Source: an optimization exercise on an open RTL-to-GDS flow (aim: small area and a short achievable clock period). Production flows keep margins and buffers that such runs may drop. Function not checked in this run: the RTL went through the layout flow alone. No activity file was given, so power comes from the tool's default toggle rates.

===== config.mk =====
export PLATFORM = sky130hd
export DESIGN_NAME = bcnn_pipeline
export DESIGN_NICKNAME = bcnn_pipeline
export VERILOG_FILES = /design/flow/design.v
export SDC_FILE = /design/flow/constraint.sdc
export NUM_CORES = 4
export LEC_CHECK = 0
export CAP_MARGIN = 20
export CORE_MARGIN = 2
export CORE_UTILIZATION = 40
export SLEW_MARGIN = 20

===== constraint.sdc =====
create_clock -name core_clock -period 4.0 [get_ports {clk}]
set_input_delay 0.8000 -clock core_clock [delete_from_list [all_inputs] [get_ports {clk}]]
set_output_delay 0.8000 -clock core_clock [all_outputs]
set_load 0.01 [all_outputs]

===== design.v =====
`timescale 1ns / 1ps
module systolic_pe #(
    parameter SUM_WIDTH = 4  
)(
    input  wire clk,
    input  wire reset,
    input  wire valid_in,           
    input  wire in_bit,             
    input  wire weight_bit,         
    input  wire [SUM_WIDTH-1:0] partial_sum_in,  
    output reg  [SUM_WIDTH-1:0] partial_sum_out, 
    output reg  valid_out           
);
    wire xnor_bit;
    assign xnor_bit = ~(in_bit ^ weight_bit);
    always @(posedge clk) begin
        if (reset) begin
            partial_sum_out <= 0;
            valid_out       <= 0;
        end else begin
            if (valid_in) begin
                partial_sum_out <= partial_sum_in + xnor_bit;  
            end
            valid_out <= valid_in;  
        end
    end
endmodule
`timescale 1ns / 1ps
module systolic_chain_3x3 #(
    parameter SUM_WIDTH = 4  
)(
    input  wire clk,
    input  wire reset,
    input  wire valid_in,
    input  wire [8:0] patch_bits,    
    input  wire [8:0] weight_bits,   
    output wire [SUM_WIDTH-1:0] popcount,  
    output wire valid_out
);
    wire [SUM_WIDTH-1:0] psum [0:9];
    wire [9:0] vld;
    reg  [8:0] skew [0:8];
    wire [8:0] pe_bits;
    assign psum[0] = {SUM_WIDTH{1'b0}};  
    assign vld[0]  = valid_in;
    integer k;
    always @(posedge clk) begin
        skew[0] <= patch_bits;
        for (k = 1; k < 9; k = k + 1)
            skew[k] <= skew[k-1];
    end
    genvar i;
    generate
        for (i = 0; i < 9; i = i + 1) begin : PE_CHAIN
            if (i == 0) begin : NO_SKEW
                assign pe_bits[i] = patch_bits[i];
            end else begin : SKEW
                assign pe_bits[i] = skew[i-1][i];
            end
            systolic_pe #(.SUM_WIDTH(SUM_WIDTH)) pe_inst (
                .clk(clk),
                .reset(reset),
                .valid_in(vld[i]),
                .in_bit(pe_bits[i]),
                .weight_bit(weight_bits[i]),
                .partial_sum_in(psum[i]),
                .partial_sum_out(psum[i+1]),
                .valid_out(vld[i+1])
            );
        end
    endgenerate
    assign popcount = psum[9];  
    assign valid_out = vld[9];  
endmodule
`timescale 1ns / 1ps
module patch_extractor_28x28 #(
    parameter IMG_WIDTH   = 28,
    parameter IMG_HEIGHT  = 28,
    parameter KERNEL_SIZE = 3
)(
    input  wire clk,
    input  wire reset,
    input  wire pixel_in,
    input  wire valid_in,
    output reg  [KERNEL_SIZE*KERNEL_SIZE-1:0] patch_out,
    output reg  valid_out
);
    localparam PATCH_SIZE = KERNEL_SIZE*KERNEL_SIZE;
    reg [IMG_WIDTH-1:0] linebuf1;    
    reg [IMG_WIDTH-1:0] linebuf2;    
    integer col_count;
    integer row_count;
    reg [KERNEL_SIZE-1:0] window_row0;
    reg [KERNEL_SIZE-1:0] window_row1;
    reg [KERNEL_SIZE-1:0] window_row2;
    wire [KERNEL_SIZE-1:0] next_row0 = {window_row0[KERNEL_SIZE-2:0], pixel_in};
    wire [KERNEL_SIZE-1:0] next_row1 = {window_row1[KERNEL_SIZE-2:0], linebuf1[col_count]};
    wire [KERNEL_SIZE-1:0] next_row2 = {window_row2[KERNEL_SIZE-2:0], linebuf2[col_count]};
    always @(posedge clk) begin
        if (reset) begin
            linebuf1    <= 0;
            linebuf2    <= 0;
            col_count   <= 0;
            row_count   <= 0;
            window_row0 <= 0;
            window_row1 <= 0;
            window_row2 <= 0;
            patch_out   <= 0;
            valid_out   <= 0;
        end else if (valid_in) begin
            linebuf1[col_count] <= pixel_in;
            linebuf2[col_count] <= linebuf1[col_count];
            window_row0 <= next_row0;
            window_row1 <= next_row1;
            window_row2 <= next_row2;
            patch_out <= {next_row2, next_row1, next_row0};
            if (col_count == IMG_WIDTH-1) begin
                col_count <= 0;
                if (row_count == IMG_HEIGHT-1)
                    row_count <= 0;
                else
                    row_count <= row_count + 1;
            end else begin
                col_count <= col_count + 1;
            end
            if (row_count >= KERNEL_SIZE-1 && col_count >= KERNEL_SIZE-1)
                valid_out <= 1'b1;
            else
                valid_out <= 1'b0;
        end else begin
            valid_out <= 1'b0;
        end
    end
endmodule
`timescale 1ns / 1ps
module bcnn_conv3x3_top #(
    parameter IMG_WIDTH   = 28,
    parameter IMG_HEIGHT  = 28,
    parameter KERNEL_SIZE = 3,
    parameter SUM_WIDTH   = 4
)(
    input  wire clk,
    input  wire reset,
    input  wire pixel_in,
    input  wire valid_in,
    input  wire [KERNEL_SIZE*KERNEL_SIZE-1:0] weight_bits,
    output wire [SUM_WIDTH-1:0] popcount,
    output wire valid_out
);
    wire [KERNEL_SIZE*KERNEL_SIZE-1:0] patch_bits;
    wire patch_valid;
    patch_extractor_28x28 #(
        .IMG_WIDTH(IMG_WIDTH),
        .IMG_HEIGHT(IMG_HEIGHT),
        .KERNEL_SIZE(KERNEL_SIZE)
    ) patch_extractor_inst (
        .clk(clk),
        .reset(reset),
        .pixel_in(pixel_in),
        .valid_in(valid_in),
        .patch_out(patch_bits),
        .valid_out(patch_valid)
    );
    systolic_chain_3x3 #(
        .SUM_WIDTH(SUM_WIDTH)
    ) systolic_chain_inst (
        .clk(clk),
        .reset(reset),
        .valid_in(patch_valid),
        .patch_bits(patch_bits),
        .weight_bits(weight_bits),
        .popcount(popcount),
        .valid_out(valid_out)
    );
endmodule
`timescale 1ns / 1ps
module threshold_activation #(
    parameter SUM_WIDTH = 4      
)(
    input  wire clk,
    input  wire reset,
    input  wire valid_in,
    input  wire [SUM_WIDTH-1:0] popcount,
    input  wire [SUM_WIDTH-1:0] threshold,
    output reg  activation,      
    output reg  valid_out
);
    always @(posedge clk) begin
        if (reset) begin
            activation <= 1'b0;
            valid_out  <= 1'b0;
        end else begin
            if (valid_in) begin
                activation <= (popcount >= threshold);
            end
            valid_out <= valid_in;  
        end
    end
endmodule
`timescale 1ns / 1ps
module maxpool2x2_bin #(
    parameter IN_WIDTH  = 26,
    parameter IN_HEIGHT = 26
)(
    input  wire clk,
    input  wire reset,
    input  wire valid_in,
    input  wire pixel_in,
    output reg  pixel_out,
    output reg  valid_out
);
    reg [IN_WIDTH-1:0] linebuf;      
    integer row_count;
    integer col_count;
    reg left_pixel;                  
    reg top_left;                    
    wire top_right = linebuf[col_count];
    always @(posedge clk) begin
        if (reset) begin
            row_count  <= 0;
            col_count  <= 0;
            pixel_out  <= 0;
            valid_out  <= 0;
            left_pixel <= 0;
            top_left   <= 0;
            linebuf    <= 0;
        end else if (valid_in) begin
            left_pixel <= pixel_in;
            top_left   <= top_right;
            linebuf[col_count] <= pixel_in;
            if ((row_count % 2 == 1) && (col_count % 2 == 1)) begin
                pixel_out <= top_left | top_right | left_pixel | pixel_in;
                valid_out <= 1'b1;
            end else begin
                valid_out <= 1'b0;
            end
            if (col_count == IN_WIDTH - 1) begin
                col_count <= 0;
                if (row_count == IN_HEIGHT - 1)
                    row_count <= 0;
                else
                    row_count <= row_count + 1;
            end else begin
                col_count <= col_count + 1;
            end
        end else begin
            valid_out <= 1'b0;
        end
    end
endmodule
`timescale 1ns / 1ps
module bcnn_pipeline #(
    parameter IMG_WIDTH1  = 28,
    parameter IMG_HEIGHT1 = 28,
    parameter KERNEL_SIZE = 3,
    parameter SUM_WIDTH   = 4
)(
    input  wire clk,
    input  wire reset,
    input  wire pixel_in,
    input  wire valid_in,
    input  wire [KERNEL_SIZE*KERNEL_SIZE-1:0] weight_bits1,
    input  wire [KERNEL_SIZE*KERNEL_SIZE-1:0] weight_bits2,
    input  wire [SUM_WIDTH-1:0] threshold1,
    input  wire [SUM_WIDTH-1:0] threshold2,
    output wire pixel_out,
    output wire valid_out
);
    localparam OUT1_W  = IMG_WIDTH1 - KERNEL_SIZE + 1;
    localparam OUT1_H  = IMG_HEIGHT1 - KERNEL_SIZE + 1;
    localparam POOL1_W = OUT1_W / 2;
    localparam POOL1_H = OUT1_H / 2;
    localparam OUT2_W  = POOL1_W - KERNEL_SIZE + 1;
    localparam OUT2_H  = POOL1_H - KERNEL_SIZE + 1;
    wire [SUM_WIDTH-1:0] popcount1, popcount2;
    wire valid_out1, valid_out2;
    wire bin_out1, bin_valid1, bin_out2, bin_valid2;
    wire pool1_out, pool1_valid;
    bcnn_conv3x3_top #(
        .IMG_WIDTH(IMG_WIDTH1),
        .IMG_HEIGHT(IMG_HEIGHT1),
        .KERNEL_SIZE(KERNEL_SIZE),
        .SUM_WIDTH(SUM_WIDTH)
    ) conv1_inst (
        .clk(clk),
        .reset(reset),
        .pixel_in(pixel_in),
        .valid_in(valid_in),
        .weight_bits(weight_bits1),
        .popcount(popcount1),
        .valid_out(valid_out1)
    );
    threshold_activation #(.SUM_WIDTH(SUM_WIDTH)) bin1_inst (
        .clk(clk),
        .reset(reset),
        .valid_in(valid_out1),
        .popcount(popcount1),
        .threshold(threshold1),
        .activation(bin_out1),
        .valid_out(bin_valid1)
    );
    maxpool2x2_bin #(
        .IN_WIDTH(OUT1_W),
        .IN_HEIGHT(OUT1_H)
    ) pool1_inst (
        .clk(clk),
        .reset(reset),
        .valid_in(bin_valid1),
        .pixel_in(bin_out1),
        .pixel_out(pool1_out),
        .valid_out(pool1_valid)
    );
    bcnn_conv3x3_top #(
        .IMG_WIDTH(POOL1_W),
        .IMG_HEIGHT(POOL1_H),
        .KERNEL_SIZE(KERNEL_SIZE),
        .SUM_WIDTH(SUM_WIDTH)
    ) conv2_inst (
        .clk(clk),
        .reset(reset),
        .pixel_in(pool1_out),
        .valid_in(pool1_valid),
        .weight_bits(weight_bits2),
        .popcount(popcount2),
        .valid_out(valid_out2)
    );
    threshold_activation #(.SUM_WIDTH(SUM_WIDTH)) bin2_inst (
        .clk(clk),
        .reset(reset),
        .valid_in(valid_out2),
        .popcount(popcount2),
        .threshold(threshold2),
        .activation(bin_out2),
        .valid_out(bin_valid2)
    );
    maxpool2x2_bin #(
        .IN_WIDTH(OUT2_W),
        .IN_HEIGHT(OUT2_H)
    ) pool2_inst (
        .clk(clk),
        .reset(reset),
        .valid_in(bin_valid2),
        .pixel_in(bin_out2),
        .pixel_out(pixel_out),
        .valid_out(valid_out)
    );
endmodule

===== run.sh =====
#!/bin/bash
# synth_recipe.tcl (not shown) runs the flow's synth.tcl, then flattens the netlist and writes it again
# the make line also repeats each setting of config.mk as NAME=value (left out here)
make -C /OpenROAD-flow-scripts/flow DESIGN_CONFIG=/design/flow/config.mk WORK_HOME=/design/flow/orfs CLKGATE_MAP_FILE= SYNTH_SCRIPT=/design/flow/synth_recipe.tcl finish

==> results.txt <==
-- through the flow --
stage          setup TNS (ps)  hold WS (ps)
2_1_floorplan               0           310
3_3_place_gp            -2080           310
3_5_place_dp            -2260           312
4_1_cts                     0           314
5_1_grt                     0           323
6_report                    0           311
-- placed cells by master (no fill, tap or decap), types with 30 or more instances in the layout --
master / n
or4_1: 52
clkbuf_16: 62
nor3_1: 86
nor4_1: 67
o21ai_0: 107
nand2_1: 285
nor2b_1: 33
a211oi_1: 33
and3_1: 50
dfxtp_1: 557
mux4_2: 32
xnor2_1: 129
nand4_1: 124
inv_1: 71
clkdlybuf4s50_1: 30
mux2i_1: 146
or3_1: 60
ha_1: 59
nand3_1: 126
xor2_1: 173
a21oi_1: 119
buf_4: 117
nor2_1: 483
-- critical path: stages (launching register included) --
cell	delay, ps
dfxtp_1	390
inv_1	120
ha_1	220
or3b_1	390
nor4_2	370
nand4_1	180
xnor2_1	190
or4_1	550
a21oi_4	300
nand4_4	300
or4_1	550
a21oi_1	140
-- worst min path at each step --
stage	from	to	slack, ps	cells after the start
2_1_floorplan	conv1_inst.systolic_chain_inst.skew[0][2]	conv1_inst.systolic_chain_inst.skew[1][2]	310	0
3_3_place_gp	conv1_inst.systolic_chain_inst.skew[1][4]	conv1_inst.systolic_chain_inst.skew[2][4]	310	0
3_5_place_dp	conv2_inst.systolic_chain_inst.skew[4][8]	conv2_inst.systolic_chain_inst.skew[5][8]	310	0
4_1_cts	conv1_inst.systolic_chain_inst.skew[1][5]	conv1_inst.systolic_chain_inst.skew[2][5]	310	0
5_1_grt	conv1_inst.systolic_chain_inst.skew[1][5]	conv1_inst.systolic_chain_inst.skew[2][5]	320	0
6_report	conv1_inst.systolic_chain_inst.skew[4][7]	conv1_inst.systolic_chain_inst.skew[5][7]	310	0
-- timing repair --
action	CTS	global route
buffers inserted	0	2
resized for setup	0	4
setup endpoints to repair	0	24
hold endpoints to repair	0	0
-- routing by layer --
metal	GRT usage (%)	vias up	routed length, µm
met5	0	-	21
met4	4.86	4	1440
met3	2.64	94	2910
met2	28.3	447	29500
met1	24.9	11000	32600
li1	-	11900	-
-- where the power goes --
group / total (mW) / switching, mW / internal, mW / leakage (nW)
clock network: 5.99 / 2.35 / 3.64 / 1.04
registers: 5.55 / 0.00205 / 5.55 / 4.48
logic: 0.387 / 0.256 / 0.131 / 6.15
-- area by class of cell --
type / instances / area (µm²) / share of cell area, %
clock buffer: 75 / 1650 / 5.10
clock inverter: 37 / 510 / 1.58
inverter: 72 / 270 / 0.836
multi-input combinational: 2509 / 16300 / 50.5
sequential: 557 / 11200 / 34.5
tap: 950 / 1190 / 3.68
timing repair buffer: 150 / 1230 / 3.80
-- kinds of logic after synthesis --
kind of cell             after synthesis  synth area share, %
AO/OA/AOI/OAI                        430                 9.71
XOR/XNOR                             302                 9.22
AND/OR/NAND/NOR                     1536                 27.5
flip-flops                           557                 38.9
adder cells (fa/ha/maj)               60                 2.61
multiplexers                         180                 7.69
buffers and inverters                314                 4.37
==> impl_metrics.py <==
metrics = {
    "cells_and_area": {
        "nets": 3439,
        "nFillCells": 6998,
        "drive_above_1_share_pct": 9.82,
        "area_delta_synth_final_pct": 12.8,
        "post-route-util_pct": 45.4,
        "antenna_cells": 0,
        "postLayoutCellArea_mm2": 0.0323,
        "final_cells": 4350,
    },
    "die": {
        "core_area_mm2": 0.0712,
        "rows": 98,
        "initial_utilization_pct": 40.3,
        "io_pins": 32,
        "dieArea_mm2": 0.0739,
        "die-height_um": 272,
        "die_x_um": 272,
    },
    "route": {
        "ant_nets": 0,
        "first_pass_iters": 5,
        "drt_iter0_drc": 1625,
        "routedWlPerCell_um": 15.3,
        "finalWirelength_mm": 66.4,
        "drc": 0,
        "vias": 23500,
        "via_per_inst": 5.39,
    },
    "clock_tree": {
        "cts_tree": "built",
        "cts_root_buf": "clkbuf_16",
        "clkLatencyLatePin_ps": 620,
        "cts_sinks": 557,
        "clk_pin_slew_ps": 70,
        "postCtsHoldBufs": 0,
        "cts_buffer_depth": 3,
        "htree_levels": 2,
        "cts-buffers-inserted": 60,
    },
    "timing": {
        "final-max-slew-violation-count": 0,
        "setup_violations": 0,
        "final-hold-violation-count": 0,
        "rsz0062_at_grt": "false",
        "finClkSkew_ps": 28.2,
        "relSlewSlack_pct": 38.1,
        "finalCritPeriodShare_pct": 95.1,
        "setup_slack_ps": 196,
        "period_minus_slack_ps": 3800,
        "max_slew.worst_pin.slew_ps": 929,
        "max_freq_mhz": 263,
    },
    "setup_path": {
        "reg2reg_slack_ps": 200,
        "r2r_end": "conv2_inst.patch_extractor_inst.linebuf1[7]",
        "regToRegStartpoint": "conv2_inst.patch_extractor_inst.col_count[1]",
        "cp-endpoint": "conv2_inst.patch_extractor_inst.linebuf1[7]",
        "cp.arrival_ps": 4330,
        "cp_max_fo": 18,
        "critPathLaunchType": "flop",
        "path_class": "reg2reg",
        "r2r_cells": 11,
        "critPathLaunch": "conv2_inst.patch_extractor_inst.col_count[1]",
        "setup.worst_path.end_class": "flop",
        "required_ps": 4530,
    },
    "power": {
        "p_leak_nw": 11.7,
        "p_per_area_mw_per_mm2": 369,
        "p_total_mw": 11.9,
        "ir_drop_v": 0.000364,
    },
    "logic_synthesis": {
        "yosys_warnings": 9,
        "ys_types": 95,
        "synth_top_area_cell": "dfxtp_1",
        "synth_edf_count": 0,
        "ys_top_cells_by_area": "dfxtp_1 (39%), nor2_1 (6.3%), xor2_1 (5.3%), mux2i_1 (5.1%), xnor2_1 (3.9%)",
        "syn_area_per_cell_um2": 8.49,
        "synth_cells": 3379,
        "yosysSeqAreaShare_pct": 38.9,
        "syn_area_mm2": 0.0287,
        "synth_ff_type": "dfxtp_1",
        "yosysTopAreaCellShare_pct": 38.9,
        "synth-async-reset-ratio_pct": 0,
        "synth_commonest_cells": "dfxtp_1 (557), nor2_1 (484), nand2_1 (285)",
        "synth_nets": 3468,
        "yosysMostFrequentCell": "dfxtp_1",
        "synth.ff_latch_count": 557,
    },
    "min_path": {
        "hold_path.class": "reg2reg",
    },
    "placement": {
        "dp_slack_ps": -311,
        "place_congestion": 0.909,
        "dp.cells": 4235,
        "hpwlAfterDp_mm": 45.0,
        "dpl_cell_area_mm2": 0.0301,
        "port_buffers": 31,
    },
    "grt": {
        "track_usage_pct": 17.8,
        "grt_max_degree": 110,
        "overflow": 0,
        "grt_antenna_before_repair": 2,
        "first_global_vias": 22300,
        "grt_pass1_wl_mm": 113,
    },
    "run_status": {
        "status": "complete, no violations",
    },
    "run": {
        "drv_cap": 0,
    },
}

[port drivers added, routing unchanged]
How much do the figures lean on ideal ports? The routed layout below was timed once more, with nothing changed but the port constraints.
Step 1 sets driving cells, clkbuf_16 on the clock port and buf_2 on the other inputs (assumed; they add their load-dependent delay and slew).
Step 2 moves the port delays by t, midway between the first and last clock arrival at a register: inputs arrive t later, outputs are due t later. That takes back most of the time a late clock gives input paths.
Slacks: no drivers / after step 1 / after step 2; pairs: no drivers / after step 1.
t, ns: 0.672
slack for setup (ns): 0.196 / 0.196 / -0.025
worst register clock-pin slew, ns: 0.07 / 0.07
worst data-port slew with drivers (ns): 0.07
With both steps, setup timing fails in this run, where it was met with ideal ports. The setup slack of this run moves by 0.000 ns with the drivers and by -0.221 ns with both steps.
